From an optimization exercise on the open Yosys and OpenROAD flow, aimed at small area; shortcuts taken in it are not production practice. Only simulation tests tie the RTL to the original design; equivalence was not proved. No activity file was given, so power comes from the tool's default toggle rates.

`design/flow/design.v`:
```
module reg_file(
  input clk,
  input rst,
  input write_en,
  input [3:0] wrData, 
  input [15:0] DataIn,
  input [3:0] rdDataA,
  input [3:0] rdDataB,   
  input [3:0] rdDataC,
  output reg [15:0] A,
  output reg [15:0] B,
  output reg [15:0] C,  
  input       i2c_wr_en,
  input 		 [1:0] i2c_sts,
  input      [7:0] i2c_to_reg_file_data,      
  output reg [7:0] reg_file_to_i2c_data,      
  output reg [7:0] i2c_slave_addr,   
  output reg [8:0] i2c_addr,
  output reg [15:0] pwm_reg0,
  output reg [15:0] pwm_reg1,
  output reg [15:0] pwm_reg2,
  output reg [15:0] pwm_reg3,
  output reg [15:0] pwm_reg4,
  output reg [15:0] pwm_reg5,
  output reg [15:0] pwm_reg6,
  output reg [15:0] pwm_reg7);
  reg [15:0] reg1,  reg2,  reg3,  reg4;
  reg [15:0] reg5,  reg6,  reg7,  reg8;
  reg [15:0] reg9,  reg10, reg11, reg12;
  reg [15:0] reg13, reg14, reg15;
  always@(*)
  begin     
      i2c_addr 				= reg6[8:0];
		i2c_slave_addr 		= reg7[7:0];
		reg_file_to_i2c_data = reg7[15:8];
      pwm_reg0 = reg8;  
      pwm_reg1 = reg9;
      pwm_reg2 = reg10;
      pwm_reg3 = reg11;
      pwm_reg4 = reg12;
      pwm_reg5 = reg13;
      pwm_reg6 = reg14;
      pwm_reg7 = reg15;
      case (rdDataA)
        0  : A = 0;
  1  : A = reg1;
        2  : A = reg2;
  3  : A = reg3;
  4  : A = reg4;
  5  : A = reg5;
  6  : A = reg6;
  7  : A = reg7;
  8  : A = reg8;
  9  : A = reg9;
  10 : A = reg10;
  11 : A = reg11;
  12 : A = reg12;
  13 : A = reg13;
  14 : A = reg14;
  15 : A = reg15;
      endcase
      case (rdDataB)
  0  : B = 0;
  1  : B = reg1;
  2  : B = reg2;
  3  : B = reg3;
  4  : B = reg4;
  5  : B = reg5;
  6  : B = reg6;
  7  : B = reg7;
  8  : B = reg8;
  9  : B = reg9;
  10 : B = reg10;
  11 : B = reg11;
  12 : B = reg12;
  13 : B = reg13;
  14 : B = reg14;
  15 : B = reg15;
      endcase           
      case (rdDataC)
  0  : C = 0;
  1  : C = reg1;
  2  : C = reg2;
  3  : C = reg3;
  4  : C = reg4;
  5  : C = reg5;
  6  : C = reg6;
  7  : C = reg7;
  8  : C = reg8;
  9  : C = reg9;
  10 : C = reg10;
  11 : C = reg11;
  12 : C = reg12;
  13 : C = reg13;
  14 : C = reg14;
  15 : C = reg15;
     endcase 
  end
  always@(posedge clk)
  begin 
    if (rst == 1'b1)
		 begin
			reg1 <= 0;
			reg2 <= 0;
			reg3 <= 0;
			reg4 <= 0;
			reg5 <= 0;
			reg6 <= 0;
			reg7 <= 0;
			reg8 <= 0;
			reg9 <= 0;
			reg10 <= 0;
			reg11 <= 0;
			reg12 <= 0;
			reg13 <= 0;
			reg14 <= 0;
			reg15 <= 0;
		 end
    else 
		begin
			 if (i2c_wr_en == 1'b1)
				begin
					reg6[9:8] 	<= i2c_sts;
					reg7[15:8] 	<= i2c_to_reg_file_data;
				end
			 if (write_en)
			 case (wrData)
				 0  : begin end
				 1  : reg1 <= DataIn;
				 2  : reg2 <= DataIn;
				 3  : reg3 <= DataIn;
				 4  : reg4 <= DataIn;
				 5  : reg5 <= DataIn;
				 6  : reg6 <= DataIn;
				 7  : reg7 <= DataIn;
				 8  : reg8 <= DataIn;
				 9  : reg9 <= DataIn;
				 10 : reg10 <= DataIn;
				 11 : reg11 <= DataIn;
				 12 : reg12 <= DataIn;
				 13 : reg13 <= DataIn;
				 14 : reg14 <= DataIn;
				 15 : reg15 <= DataIn;
			 endcase	
	end
  end
endmodule
module Core(
  input             clk,
  input             rst,
  input      [15:0] mem_to_core_data,           
  output reg [15:0] core_to_mem_data,           
  output reg [9:0]  core_to_mem_address,        
  output reg        core_to_mem_write_enable,   
  input             i2c_wr_en,
  input      [1:0]  i2c_sts,
  input      [7:0]  i2c_to_core_data,      
  output      [7:0]  core_to_i2c_data,      
  output      [7:0]  i2c_reg_addr,    
  output     [8:0]  i2c_addr,
  output     [15:0] pwm_reg0,
  output     [15:0] pwm_reg1,
  output     [15:0] pwm_reg2,
  output     [15:0] pwm_reg3,
  output     [15:0] pwm_reg4,
  output     [15:0] pwm_reg5,
  output     [15:0] pwm_reg6,
  output     [15:0] pwm_reg7)
  ; 
  parameter LW  = 4'b0000;
  parameter SW  = 4'b0001;
  parameter JMP = 4'b0010;
  parameter BR  = 4'b0011;
  parameter LI  = 4'b0100;
  parameter OUI = 4'b0101;
  parameter AND = 4'b0110;
  parameter OR  = 4'b0111;
  parameter SLL = 4'b1000;
  parameter SLR = 4'b1001;
  parameter ADD = 4'b1010;
  parameter SUB = 4'b1011;
  parameter LT  = 4'b1100;
  parameter EQ  = 4'b1101;
  parameter NOT = 4'b1110;
  parameter FETCH   = 3'b000;
  parameter DECODE  = 3'b001;
  parameter EXECUTE = 3'b010;
  parameter LOAD    = 3'b011;
  parameter STORE   = 3'b100;
  parameter BRANCH  = 3'b101;
  parameter JUMP    = 3'b110;
  reg [2:0] core_state;                                            
  reg [2:0] next_state;
  reg [9:0] pc;     
  reg [9:0] next_pc;
  reg       cond;
  reg       cb;  
  reg       jal;
  reg 		flag_idx;
  reg [1:0] flag;    
  reg [3:0]  opcode;
  reg [3:0]  dest_index;  
  reg [3:0]  shift;
  reg [7:0]  immediate;
  reg        	write_enable;
  reg [3:0]  	reg_index1;
  reg [3:0] 	reg_index2;   
  reg [3:0]  	reg_index3;
  wire [15:0] 	reg_read1;
  wire [15:0] 	reg_read2;
  wire [15:0] 	reg_read3;
  reg [3:0]  	write_index;
  reg [15:0] 	write_data;   
  reg [15:0] 	reg_data1;
  reg [15:0] 	reg_data2;
  reg [15:0] 	reg_data3;
  reg_file _reg_file(
    .clk       (clk), 
	 .rst			(rst),
    .rdDataA   (reg_index1),
    .rdDataB   (reg_index2),
    .rdDataC   (reg_index3),
    .write_en  (write_enable),
    .DataIn    (write_data),
    .wrData    (write_index),
    .A	      (reg_read1),
    .B	      (reg_read2),
    .C         (reg_read3),
    .i2c_wr_en (i2c_wr_en),
    .i2c_sts   (i2c_sts),
    .i2c_addr  (i2c_addr),
    .i2c_to_reg_file_data       (i2c_to_core_data),      
    .reg_file_to_i2c_data       (core_to_i2c_data),      
    .i2c_slave_addr             (i2c_reg_addr),   
    .pwm_reg0  (pwm_reg0),
    .pwm_reg1  (pwm_reg1),
    .pwm_reg2  (pwm_reg2),
    .pwm_reg3  (pwm_reg3),
    .pwm_reg4  (pwm_reg4),
    .pwm_reg5  (pwm_reg5),
    .pwm_reg6  (pwm_reg6),
    .pwm_reg7  (pwm_reg7));	
  always@(*)
  begin
    reg_index1   = 0;
    reg_index2   = 0;    
    reg_index3   = 0;
    write_data   = 0;
    write_enable = 0;
    write_index  = 0;
	 next_pc = 0;
    core_to_mem_address      = 0;
    core_to_mem_data         = 0;
    core_to_mem_write_enable = 0;
		 case (core_state)
		  FETCH:  
				begin
					core_to_mem_address = pc;    
				end
		  DECODE:
				begin   
					core_to_mem_address = pc;
					if (mem_to_core_data[15:12] == LW || mem_to_core_data[15:12] == SW || mem_to_core_data[15:12] == OUI)
						begin
							reg_index1 = mem_to_core_data[11:8];  
							reg_index2 = mem_to_core_data[7:4];   
							reg_index3 = mem_to_core_data[3:0];   
						end
					else if (mem_to_core_data[15:12] == JMP)             
						begin  
							reg_index1 = mem_to_core_data[3:0];
						end
					else
						begin
							reg_index1 = mem_to_core_data[7:4];  
							reg_index2 = mem_to_core_data[3:0];  
						end
				end
		  EXECUTE: 
				begin 
					write_index  = dest_index;
					write_enable = 1;     
					if      (opcode == LI)
						write_data = {8'b0, immediate};
					else if (opcode == OUI)
						write_data = reg_data1 | {immediate, 8'b0};
					else if (opcode == AND)
						write_data = reg_data1 & reg_data2;						 
					else if (opcode == OR)
						write_data = reg_data1 | reg_data2;
					else if (opcode == SLL)
						write_data = reg_data1 << shift;
					else if (opcode == SLR)
						write_data = reg_data1 >> shift;
					else if (opcode == ADD)
						if (reg_data1 + reg_data2 > 16'hffff)
							write_data = 16'hffff;
						else
							write_data = reg_data1 + reg_data2;
					else if (opcode == SUB)      
						begin
							if (reg_data2 > reg_data1)
								write_data = 0;
							else
								write_data = reg_data1 - reg_data2;  
						end
					else if (opcode == LT)
						write_enable = 0;
					else if (opcode == EQ)
						write_enable = 0;
					else if (opcode == NOT)
						write_data = ~reg_data1;
				end
		  LOAD: 
				begin          
					write_index = dest_index;
					write_enable = 1;
					write_data = mem_to_core_data;
					core_to_mem_address  = reg_data1[9:0] + reg_data2[9:0];   
				end
		  STORE:   
				begin 
					core_to_mem_address      = reg_data1[9:0] + reg_data2[9:0];   
					core_to_mem_data         = reg_data3;
					core_to_mem_write_enable = 1;
				end
		  BRANCH:
					next_pc = (cb == flag[flag_idx]) ? pc + {{2{immediate[7]}}, {immediate[7:0]}} : pc;
		  JUMP:   
				begin 
					if (cond == 1'b1)
						next_pc = (cb == flag[flag_idx]) ? reg_data1[9:0] : pc;
					else
						next_pc = reg_data1[9:0];  
					if (jal == 1'b1)
						begin
							write_index  = 5;          
							write_enable = 1'b1;                   
							write_data   = pc;  
						end
				end  
		  default: begin
						end 
		 endcase
  end
  always@(*)
  begin	
	if (rst == 1'b1) 
		begin
			next_state = FETCH;
		end
	else begin 
		case (core_state)
			FETCH: next_state = DECODE;    
			DECODE: 
				begin
					if (mem_to_core_data[15:12] == LI  ||
						mem_to_core_data[15:12] == OUI ||
						mem_to_core_data[15:12] == AND ||
						mem_to_core_data[15:12] == OR  ||
						mem_to_core_data[15:12] == SLL ||
						mem_to_core_data[15:12] == SLR ||
						mem_to_core_data[15:12] == ADD ||
						mem_to_core_data[15:12] == SUB ||    
						mem_to_core_data[15:12] == LT  ||
						mem_to_core_data[15:12] == EQ  ||
						mem_to_core_data[15:12] == NOT)
							next_state = EXECUTE;
					else if (mem_to_core_data[15:12] == LW)
						next_state = LOAD;
					else if (mem_to_core_data[15:12] == SW)
						next_state = STORE;
					else if (mem_to_core_data[15:12] == BR)
						next_state = BRANCH;
					else if (mem_to_core_data[15:12] == JMP)
						next_state = JUMP;
					else
						next_state = FETCH;
				end
			EXECUTE: next_state = FETCH;   
			LOAD:    next_state = FETCH;
			STORE:   next_state = FETCH;
			BRANCH:  next_state = FETCH;
			JUMP:    next_state = FETCH;     
			default: next_state = FETCH;
		 endcase
		end
  end
  always@(posedge clk)
  begin 
    if (rst == 1'b1)
		begin
			core_state <= FETCH;
			pc         <= 0;
			flag       <= 2'b0;
		end
    else 
		begin 
			if (core_state == DECODE)
				begin	
					jal        	<= mem_to_core_data[6];
					cond       	<= mem_to_core_data[11];  
					shift      	<= mem_to_core_data[3:0];	
					immediate  	<= mem_to_core_data[7:0];  				
					opcode 		= mem_to_core_data[15:12];  
					dest_index 	<= (opcode == LW) ? mem_to_core_data[3:0] : mem_to_core_data[11:8];  				
					flag_idx 	<= (opcode == JMP) ? mem_to_core_data[7] : mem_to_core_data[8];
					cb 			<= (opcode == JMP) ? mem_to_core_data[10] : mem_to_core_data[11];			
					reg_data1 	<= reg_read1;
					reg_data2 	<= reg_read2;
					reg_data3 	<= reg_read3;
				end 
			if (core_state == EXECUTE)
				begin
					if (opcode == LT)
						flag[1] <= reg_data1 < reg_data2;
					if (opcode == EQ)
						flag[0] <= reg_data1 == reg_data2;
				end
			if (core_state == JUMP || core_state == BRANCH)
				pc <= next_pc;
			else if (core_state == DECODE)
				pc <= pc + 1'b1;
			core_state <= next_state;  
		end                       
	end 
endmodule
`timescale 1ns / 1ps
module counter(input clk, 
					input reset, 
					input [7:0] count_to,
					output reg [7:0] count
					);
	wire [7:0] next_count;
	assign next_count = (count_to == 8'd0) ? count + 1'b1 :(count < count_to) ? count + 1'b1 : 1'b0;
	always @(posedge clk)
	begin
		if(reset) begin
			count <= 0;
		end
		else count <= next_count;
	end
endmodule		
`timescale 1ns / 1ps
module pwm(	input clk, 
				input reset, 
				input [15:0] pwm_reg,
				output reg pwm_out
				);
	wire next_pwm_out;		
	wire [7:0] count;
	counter U1(.clk(clk), .reset(reset), .count_to(pwm_reg[15:8]), .count(count));
	assign next_pwm_out = (pwm_reg[7:0] >= count);
	always @(posedge clk)
	begin
		if(reset) begin
			pwm_out <= 0;
		end
		else begin
			pwm_out <= next_pwm_out;
		end
	end
endmodule
`timescale 1ns / 1ps
module I2C_state_controller(
	input				clock,
	input				reset,
	input 				req_next,
	input				ack_failed,
	input [8:0]			dev_address_s,
	input [7:0] 		reg_address_s,
	input [7:0] 		data_s,
	output reg [2:0]	send_next_state,
	output reg [7:0]	send_byte_data);
	parameter get_state		= 3'd0;
	parameter start	 		= 3'd1;
	parameter send_one	 	= 3'd2;
	parameter repeat_start	= 3'd3;
	parameter stop	 		= 3'd4;
	parameter send_byte		= 3'd5;
	parameter receive_byte	= 3'd6;
	reg [3:0] state_list;
	always@ (*)
	begin
		if (reset)
			begin
				send_byte_data = 0;
				send_next_state = 0;
			end
		else
			case (state_list)
				0 	: if (dev_address_s[8])  												 
						begin send_next_state = start;		send_byte_data = 0; 							end
					else
						begin send_next_state = get_state;	send_byte_data = 0;							end
				1 	: begin send_next_state = send_byte; 		send_byte_data = {dev_address_s[7:1], 1'b0}; 	end  
				2 	: begin send_next_state = send_byte; 		send_byte_data = reg_address_s[7:0]; 			end	 
				3 	: begin send_next_state = send_byte;		send_byte_data = data_s[7:0]; 					end	 
				4 	: begin send_next_state = repeat_start;  	send_byte_data = 0;								end	 
				5 	: begin send_next_state = send_byte; 		send_byte_data = {dev_address_s[7:1], 1'b1}; 	end  
				6	: begin send_next_state = receive_byte;		send_byte_data = 0;								end	 
				7 	: begin send_next_state = send_one;  		send_byte_data = 0;								end	 
				8 	: begin send_next_state = stop;				send_byte_data = 0;								end	 
				default : begin send_next_state = get_state; send_byte_data = 0;								end
			endcase
		end
	always@ (posedge clock)
		begin
			if (reset)
				state_list <= 4'd0;
			else
			begin
				if (ack_failed)
					state_list <= 4'd7;	
				if (req_next)
					if (state_list == 4'd2 && dev_address_s[0])				 
						state_list <= 4'd4;
					else if (state_list == 4'd3 && !dev_address_s[0])		 
						state_list <= 4'd8;
					else if (state_list == 4'd8)
						state_list <= 4'd0;
					else
						state_list <= state_list + 1'b1;
			end
		end
endmodule
`timescale 1ns / 1ps
module I2C(
	input 				clock,
	input 				reset,
	input			[8:0]	device_address,
	input			[7:0]	reg_address,
	input			[7:0]	data_in,
	input 				sda_read,
	input 				scl_read,
	output reg			sda_out,
	output reg			scl_out,	
	output reg		[7:0]	data_out,
	output reg  		[1:0] 	i2c_status,
	output reg			WE);
	parameter get_state	= 3'd0;
	parameter start_bit 	= 3'd1;
	parameter send_one	= 3'd2;
	parameter repeat_start	= 3'd3;
	parameter stop_bit 	= 3'd4;	
	parameter send_byte	= 3'd5;
	parameter receive_byte	= 3'd6;
	reg [2:0] 	state;
	reg [2:0] 	next_state;
	reg [9:0] 	counter;
	reg [5:0] 	sample_counter;
	reg		ended;
	wire [2:0] 	next_state_s;
	wire [7:0] 	send_byte_data;
	reg request_next_state;
	reg ack_failed;
	I2C_state_controller i2c_state ( 	.clock			(clock),
						.reset			(reset),
						.req_next		(request_next_state),
						.ack_failed		(ack_failed),
						.dev_address_s   	(device_address),
						.reg_address_s		(reg_address),
						.data_s			(data_in),
						.send_next_state	(next_state_s),
						.send_byte_data		(send_byte_data));
	always@ (reset, state, ended, get_state, device_address[8], next_state_s)
	begin
		if (reset)
			begin
				next_state = get_state;
				request_next_state = 0;
			end
		else
			case (state)
				get_state	: 	begin	next_state = device_address[8] ? next_state_s : get_state;		request_next_state = 0;		end
				start_bit	: 	begin	next_state = ended ? get_state : start_bit;				request_next_state = ended;	end
				send_one	:	begin	next_state = ended ? get_state : send_one;				request_next_state = ended;	end
				repeat_start	: 	begin	next_state = ended ? get_state : repeat_start;				request_next_state = ended;	end
				stop_bit	:	begin	next_state = ended ? get_state : stop_bit;				request_next_state = ended;	end
				send_byte	: 	begin	next_state = ended ? get_state : send_byte;				request_next_state = ended;	end
				receive_byte	:	begin	next_state = ended ? get_state : receive_byte;				request_next_state = ended;	end
				default		:	begin	next_state = get_state;							request_next_state = 0;		end
			endcase
	end
	always@ (posedge clock)
	begin
		state <= next_state;
		if (reset)
			begin
				sda_out		<= 1'b1;
				scl_out		<= 1'b1;
				data_out	<= 8'd0;
				i2c_status	<= 2'b0;
				WE		<= 1'b0;
				ack_failed	<= 1'b0;
				counter		<= 10'd0;
				ended		<= 1'b0;
				sample_counter	<= 6'd0;
			end
		else
		case (state)
			get_state:
				begin
					counter 	<= 10'd0;
					ended 		<= 1'b0;
					WE		<= 1'b0;
					sample_counter	<= 6'b0;
				end
			start_bit:
				begin
					sda_out <= 0;
					i2c_status[1:0] 	<= 2'b1;
					if (counter == 10'd41)   
						begin
							scl_out <= 0;
							ended 	<= 1'b1;
							counter <= 10'd0;
							data_out [7:0] <= data_in [7:0];
						end
					else
						counter <= counter + 1'b1;
				end
			send_one: 
				begin
					if (counter == 10'd1)
						sda_out <= 1;			 
					if (counter == 10'd51)   
						scl_out <= 1;
					if (counter == 10'd92)   
						scl_out <= 0;
					if (counter == 10'd101)  
						begin						 
							counter <= 10'd0;
							ended 	<= 1'b1;
						end
					else
						counter <= counter + 1'b1;
				end
			send_byte:
				begin
					case (counter)
						10'd1	: sda_out <= send_byte_data[7];	 
						10'd51	: scl_out <= 1;
						10'd95	: scl_out <= 0;			
						10'd101	: sda_out <= send_byte_data[6];	 
						10'd151	: scl_out <= 1;
						10'd195	: scl_out <= 0;	
						10'd201	: sda_out <= send_byte_data[5];	 
						10'd251	: scl_out <= 1;
						10'd295	: scl_out <= 0;	
						10'd301	: sda_out <= send_byte_data[4];	 
						10'd351	: scl_out <= 1;
						10'd395	: scl_out <= 0;	
						10'd401	: sda_out <= send_byte_data[3];	 
						10'd451	: scl_out <= 1;
						10'd495	: scl_out <= 0;	
						10'd501	: sda_out <= send_byte_data[2];	 
						10'd551	: scl_out <= 1;
						10'd595	: scl_out <= 0;	
						10'd601	: sda_out <= send_byte_data[1];	 
						10'd651	: scl_out <= 1;
						10'd695	: scl_out <= 0;	
						10'd701	: sda_out <= send_byte_data[0];	 
						10'd751	: scl_out <= 1;
						10'd795	: scl_out <= 0;			
						10'd801 : sda_out <= 1;			 
						10'd851	: begin scl_out <= 1;	sample_counter <= 6'd0;		end
						10'd895	: begin 
								scl_out <= 0;
								if (sample_counter > 30)
									begin
										ack_failed 	<= 1;
										i2c_status[1] 	<= 1'b1;							
									end
								else
									ack_failed <= 0;
							  end
						10'd900	: begin ack_failed <= 0;	ended <= 1;		end
						default : if ((!scl_out || scl_read) && sda_read) 
								sample_counter <= sample_counter + 1'b1;	
					endcase
					if (!scl_out || scl_read)	
						counter <= counter + 1'b1;
				end
			receive_byte :
				begin
					case (counter)
						10'd51	: begin scl_out <= 1;	sample_counter <= 6'd0;					end  
						10'd101	: begin	scl_out <= 0;	data_out [7] <= (sample_counter > 30) ? 1'b1 : 1'b0;	end 
						10'd151	: begin	scl_out <= 1;	sample_counter <= 6'd0;					end  
						10'd201	: begin	scl_out <= 0;	data_out [6] <= (sample_counter > 30) ? 1'b1 : 1'b0;	end 
						10'd251	: begin	scl_out <= 1;	sample_counter <= 6'd0;					end  
						10'd301	: begin	scl_out <= 0;	data_out [5] <= (sample_counter > 30) ? 1'b1 : 1'b0;	end 
						10'd351	: begin	scl_out <= 1;	sample_counter <= 6'd0;					end  
						10'd401	: begin	scl_out <= 0;	data_out [4] <= (sample_counter > 30) ? 1'b1 : 1'b0;	end 
						10'd451	: begin	scl_out <= 1;	sample_counter <= 6'd0;					end  
						10'd501	: begin	scl_out <= 0;	data_out [3] <= (sample_counter > 30) ? 1'b1 : 1'b0;	end 
						10'd551	: begin	scl_out <= 1;	sample_counter <= 6'd0;					end  
						10'd601	: begin	scl_out <= 0;	data_out [2] <= (sample_counter > 30) ? 1'b1 : 1'b0;	end 
						10'd651	: begin	scl_out <= 1;	sample_counter <= 6'd0;					end  
						10'd701	: begin	scl_out <= 0;	data_out [1] <= (sample_counter > 30) ? 1'b1 : 1'b0;	end 
						10'd751	: begin	scl_out <= 1;	sample_counter <= 6'd0;					end  
						10'd801	: begin	scl_out <= 0;	data_out [0] <= (sample_counter > 30) ? 1'b1 : 1'b0;	ended <= 1;		end	
						default : if ((!scl_out || scl_read) && sda_read) 
								sample_counter <= sample_counter + 1'b1;	
					endcase
					if (!scl_out || scl_read)	
						counter <= counter + 1'b1;
				end
			repeat_start:
				begin
					if (counter == 10'd1)
						sda_out <= 1;
					if (counter == 10'd51) 
						scl_out <= 1;
					if (counter == 10'd101) 		 
						sda_out <= 0;
					if (counter == 10'd151) 
						begin
							scl_out <= 0;
							counter <= 10'd0;
							ended <= 1'b1;
						end
					else
						counter <= counter + 1'b1;
				end
			stop_bit: 
				begin
					if (counter == 10'd1)
						sda_out <= 0;
					if (counter == 10'd51) 
						scl_out <= 1;
					if (counter == 10'd101) 		 
						begin
							i2c_status[0] <= 1'b0;
							sda_out <= 1;
						end
					if (counter == 10'd150)
						WE <= 1'b1;
					if (counter == 10'd151)			 
						begin
							counter <= 10'd0;
							WE <= 1'b0;
							i2c_status[1] <= 1'b0;
							ended <= 1'b1;
						end
					else
						counter <= counter + 1'b1;
				end
			default:
				begin
					ended <= 1'b1;
					counter <= 10'd0;
				end
		endcase
	end
endmodule
module synth_top(
 input 		  	reset_io,
 input		  	clk_io,	 
 input 	[15:0] 		data_in_io,
 output [15:0] 		data_out_io, 
 output [9:0]  		addr_out_io,
 output 		core_to_mem_enable_io,
 input		  	sda_read_io,
 input		  	scl_read_io,
 output			sda_out_io,
 output			scl_out_io,
 output 		pwm0_io,
 output 		pwm1_io,
 output 		pwm2_io,
 output 		pwm3_io,
 output 		pwm4_io,
 output 		pwm5_io,
 output 		pwm6_io,
 output 		pwm7_io
);
wire [1:0]		i2c_sts_wire;
wire [8:0]		i2c_addr_wire;
wire [15:0]		core_to_r0;
wire [15:0]		core_to_r1;
wire [15:0]		core_to_r2;
wire [15:0]		core_to_r3;
wire [15:0]		core_to_r4;
wire [15:0]		core_to_r5;
wire [15:0]		core_to_r6;
wire [15:0]		core_to_r7;
wire 			i2c_to_core_WE;
wire [7:0]		i2c_to_core_data_wire;
wire [7:0]		core_to_i2c_data_wire;
wire [7:0]		i2c_to_core_reg_addr_wire;
Core c1(
  .clk							(clk_io),
  .rst							(reset_io),
  .i2c_wr_en						(i2c_to_core_WE),
  .mem_to_core_data				(data_in_io),           
  .core_to_mem_data				(data_out_io),           
  .core_to_mem_address			(addr_out_io),       	  
  .core_to_mem_write_enable		(core_to_mem_enable_io), 		  
  .i2c_sts						(i2c_sts_wire),
  .i2c_to_core_data				(i2c_to_core_data_wire),    
  .core_to_i2c_data				(core_to_i2c_data_wire),      
  .i2c_reg_addr					(i2c_to_core_reg_addr_wire),    
  .i2c_addr						(i2c_addr_wire),
  .pwm_reg0						(core_to_r0),
  .pwm_reg1						(core_to_r1),
  .pwm_reg2						(core_to_r2),
  .pwm_reg3						(core_to_r3),
  .pwm_reg4						(core_to_r4),
  .pwm_reg5						(core_to_r5),
  .pwm_reg6						(core_to_r6),
  .pwm_reg7						(core_to_r7));
pwm p0	  (	
			.clk				(clk_io), 
			.reset				(reset_io), 
			.pwm_reg			(core_to_r0),
			.pwm_out			(pwm0_io)
		  );
pwm p1	  (	
			.clk				(clk_io), 
			.reset				(reset_io), 
			.pwm_reg			(core_to_r1),
			.pwm_out			(pwm1_io)
		  );
pwm p2	  (	
			.clk				(clk_io), 
			.reset				(reset_io), 
			.pwm_reg			(core_to_r2),
			.pwm_out			(pwm2_io)
		  );
pwm p3	  (	
			.clk				(clk_io), 
			.reset				(reset_io), 
			.pwm_reg			(core_to_r3),
			.pwm_out			(pwm3_io)
		  );
pwm p4	  (	
			.clk				(clk_io), 
			.reset				(reset_io), 
			.pwm_reg			(core_to_r4),
			.pwm_out			(pwm4_io)
		  );
pwm p5	  (	
			.clk				(clk_io), 
			.reset				(reset_io), 
			.pwm_reg			(core_to_r5),
			.pwm_out			(pwm5_io)
		  );
pwm p6	  (	
			.clk				(clk_io), 
			.reset				(reset_io), 
			.pwm_reg			(core_to_r6),
			.pwm_out			(pwm6_io)
		  );
pwm p7	  (	
			.clk				(clk_io), 
			.reset				(reset_io), 
			.pwm_reg			(core_to_r7),
			.pwm_out			(pwm7_io)
		  );
I2C i2c_1(  
			.clock				(clk_io),
			.reset				(reset_io),
			.device_address			(i2c_addr_wire),
			.reg_address			(i2c_to_core_reg_addr_wire),
			.data_in			(core_to_i2c_data_wire),
			.sda_read			(sda_read_io),
			.scl_read			(scl_read_io),
			.sda_out			(sda_out_io),
 			.scl_out			(scl_out_io),
			.data_out			(i2c_to_core_data_wire),
			.i2c_status			(i2c_sts_wire),
			.WE				    (i2c_to_core_WE)
			);
endmodule
```
`design/flow/run.sh`:
```
#!/bin/bash
# synth_recipe.tcl (not shown) runs the flow's synth.tcl, then flattens the netlist and writes it again
# the make line also repeats each setting of config.mk as NAME=value (left out here)
make -C /OpenROAD-flow-scripts/flow DESIGN_CONFIG=/design/flow/config.mk WORK_HOME=/design/flow/orfs CLKGATE_MAP_FILE= SYNTH_SCRIPT=/design/flow/synth_recipe.tcl finish
```
`design/flow/config.mk`:
```
export PLATFORM = sky130hd
export DESIGN_NAME = synth_top
export DESIGN_NICKNAME = synth_top
export VERILOG_FILES = /design/flow/design.v
export SDC_FILE = /design/flow/constraint.sdc
export NUM_CORES = 4
export LEC_CHECK = 0
export CAP_MARGIN = 20
export CORE_MARGIN = 2
export CORE_UTILIZATION = 40
export SLEW_MARGIN = 20
```
`design/flow/constraint.sdc`:
```
create_clock -name core_clock -period 10.0 [get_ports {clk_io}]
set_input_delay 2.0000 -clock core_clock [delete_from_list [all_inputs] [get_ports {clk_io}]]
set_output_delay 2.0000 -clock core_clock [all_outputs]
set_load 0.01 [all_outputs]
```
==> results.txt <==
==> cells by family after synthesis <==
kind of cell / count (synthesis) / synth area share [%]
buf+inv: 492 / 6.75
mux: 94 / 3.77
compound gates: 1255 / 28.5
xor+xnor: 87 / 2.49
simple gates: 1166 / 19.7
flops: 432 / 30.5
fa+ha+maj: 200 / 8.26
==> worst paths after layout <==
check | from | end | slack, ps
worst max-delay path | c1.reg_data1[4] | addr_out_io[9] | 3530
worst min-delay path | p1.U1.count[0] | p1.U1.count[0] | 480
worst max register to register | c1.reg_data1[13] | c1._reg_file.reg6[10] | 4880
worst min register to register | p1.U1.count[0] | p1.U1.count[0] | 480
==> cell usage after synthesis, types with 60 or more instances <==
cell      number
a22oi_1      202
mux2i_1       60
o21ai_0      239
a211oi_1      63
clkbuf_1     185
a22o_1        73
inv_1        206
edfxtp_1      67
and3_1        73
a21oi_1      232
a221oi_1      72
buf_2         66
a21o_1        63
nand4_1       77
dfxtp_1      365
ha_1         197
nand3_1      106
nor2_1       361
nand2_1      232
xnor2_1       73
==> layer usage <==
metal	part of all wire (%)	GRT usage (%)
met5	0.016	0
met4	7.5	21.8
met3	13	13.0
met2	40	53.0
met1	39	46.9
==> placed cells by master, fill, tap and decap left out, types with 13 or more instances in the layout <==
cell type / synthesis / layout
a2111oi_0: 29 / 29
a211o_1: 13 / 13
a211oi_1: 63 / 62
a21o_1: 63 / 63
a21oi_1: 232 / 230
a221oi_1: 72 / 71
a222oi_1: 37 / 37
a22o_1: 73 / 73
a22oi_1: 202 / 202
a31oi_1: 50 / 50
and2_1: 16 / 17
and3_1: 73 / 73
buf_4: 11 / 87
clkbuf_16: 0 / 57
clkdlybuf4s50_1: 0 / 55
dfxtp_1: 365 / 365
edfxtp_1: 67 / 67
ha_1: 197 / 197
inv_1: 206 / 205
mux2_2: 19 / 19
mux2i_1: 60 / 60
mux4_2: 15 / 15
nand2_1: 232 / 232
nand2b_1: 36 / 36
nand3_1: 106 / 106
nand4_1: 77 / 77
nor2_1: 361 / 346
nor2_2: 9 / 21
nor2b_1: 42 / 40
nor3_1: 47 / 44
nor4_1: 47 / 47
o211ai_1: 27 / 27
o21a_1: 15 / 14
o21ai_0: 239 / 237
o22ai_1: 19 / 19
or3_1: 15 / 15
xnor2_1: 73 / 73
xor2_1: 14 / 14
==> per-stage QoR <==
step | utilization (%) | cell area [sq um]
after detailed placement | 42.1 | 31900
after global routing | 44.6 | 33800
after CTS | 44.6 | 33800
after global placement | 42.1 | 31900
after floorplan | - | 30600
final | 44.6 | 33800
==> final cells by class <==
class                      count  share of cell area (%)
antenna                        2                  0.0148
clock buffer                  75                    4.71
clock inverter                23                   0.792
inverter                     207                    2.31
multi-input combinational   2802                    57.3
sequential                   432                    27.6
tap                          978                    3.62
timing repair buffer         145                    3.69
==> where the power goes <==
part | leakage [nW] | switching, W | total [W] | internal, W
sequential | 3.58 | 0.0000631 | 0.00187 | 0.00180
combinational | 7.34 | 0.000447 | 0.000667 | 0.000220
clock | 0.913 | 0.000844 | 0.00206 | 0.00122
total | 11.8 | 0.00135 | 0.00459 | 0.00324
==> worst register-to-register path: cells and delay by family (launching register included) <==
family                   cells  cell delay [ps]
AO/OA/AOI/OAI                4             1520
buffers and inverters        1              110
AND/OR/NAND/NOR              4             2100
flip-flops                   1              790
adder cells (fa/ha/maj)      1              490
==> impl_metrics.yaml <==
setup_path:
  cp.depth: 10
  path_common_cell: "o21ai_0"
  crit_fanout: 12
  r2r_cells: 10
  end_kind: "output port"
  path_buf_inv: 2
  setup.worst_path.start_class: "flip-flop"
  slowest_delay_ps: 810
  cpLargestDelayFamily: "compound AO/OA/AOI/OAI gates"
  cp.arrival_ps: 4470
  crit_chain: "inv_1 > ha_1 > nand2_1 > o31ai_4 > nor2_1 > o21ai_0 > xor2_1 > a21oi_1 > o21ai_0 > clkdlybuf4s50_1"
  cp_slowest_cell: "edfxtp_1"
  path_class: "flip-flop to output port"
  required_ps: 8000
timing:
  skew_ps: 28.2
  fin_crit_sh_pct: 64.7
  rsz0062_at_grt: "no"
  final.setup.tns_ps: 0
  final_max_slew_viol_count: 0
  hold_viol: 0
  period_needed_ps: 6470
  fin_ws_ps: 3530
  tightest_slew_ps: 1280
  relSlewSlack_pct: 14.0
  clock.fmax_ghz: 0.155
  setup_viol: 0
  holdWs_ps: 483
clock_network:
  cts.sinks: 432
  clockRootBuffer: "clkbuf_16"
  path_clk_slew_ps: 60
  cts_tree: "done"
  cts_max_level: 2
  post_cts_buffers: 0
  cts.path.max_buffers: 3
  clk_latency_ps: 640
  cts_hold_buf: 0
  numCtsBuffers: 52
  ctsResizeCount: 0
floorplanning:
  die_area_sq_mm: 0.0787
  io_pins: 57
  row_count: 101
  dieHeight_um: 280
  core_area_sq_mm: 0.0758
  die_x_um: 280
  initial_core_util_pct: 40.3
cells_and_area:
  syn_to_final_growth_pct: 10.6
  fill_cells: 7563
  drive_gt1_share_pct: 8.63
  multi_input_area_sq_mm: 0.0194
  fin_nets: 3860
  regArea_sq_mm: 0.00932
  final_cells: 4664
placement:
  pre_cts_slack_ps: 3930
  dp_hpwl_um: 103000
  gp_congestion: 1.05
  placedCellCount: 4563
  port_buffers: 56
flow_run:
  maxCapViolCount: 0
logic_synthesis:
  syn_area_sq_mm: 0.0306
  synth_edf_count: 67
  ys_types: 111
  syn-num-nets: 3946
  synth_flop_cell: "dfxtp_1"
  synthCells: 3726
  async_reset_ff_share_pct: 0
  ys_warn_count: 6
  synth.area.top_cells: "dfxtp_1 (24%), ha_1 (8.1%), edfxtp_1 (6.6%)"
  avgSynthCellArea_sq_um: 8.21
  ys_seq_elements: 432
  synth_seq_area_share_pct: 30.5
  synth.top_cell.area_share_pct: 23.9
  synth_area_leader_cell: "dfxtp_1"
power:
  finalPower_w: 0.00459
  vdd_drop_max_v: 0.000138
  cellPowerDensity_mw_per_mm2: 136
  leakage_nw: 11.8
grt:
  track_usage_pct: 36.7
  grt_pass1_vias: 29775
  grt_max_degree: 120
  antenna_found_initial: 5
  grt_overflow_total: 0
  grt_pass1_wl_um: 212000
run_status:
  outcome: "complete, no violations"
routing:
  vias: 32062
  drt-total-wl_um: 148000
  ant_nets: 0
  drtIter0Drc: 5324
  firstDrtPassIters: 13
  wl_per_cell_um: 31.8
  avgViaCountPerCell: 6.87
  post-route-drc-count: 0
hold_path:
  whs_path_depth: 1
  hold_class: "flip-flop to flip-flop"

-- separate check: timing with driven ports --
Ports are ideal in the flow. The routed layout listed here was re-timed in OpenROAD.
Step 1 sets driving cells, clkbuf_16 on the clock port and buf_2 on the other inputs (assumed; they add their load-dependent delay and slew).
Step 2 moves the port delays by t, midway between the first and last clock arrival at a register: inputs arrive t later, outputs are due t later. That takes back most of the time a late clock gives input paths.
Three values: no drivers, after step 1, after step 2; two values: the first two.
t (ns): 0.700
setup WS [ns]: 3.531 / 3.459 / 3.617
worst data-port slew with drivers (ns): 0.04
cell pins on the clock port's net: 1
After both steps setup and hold are still met in this run. For this run, drivers alone change the setup slack by -0.072 ns; drivers and shift together by +0.086 ns.
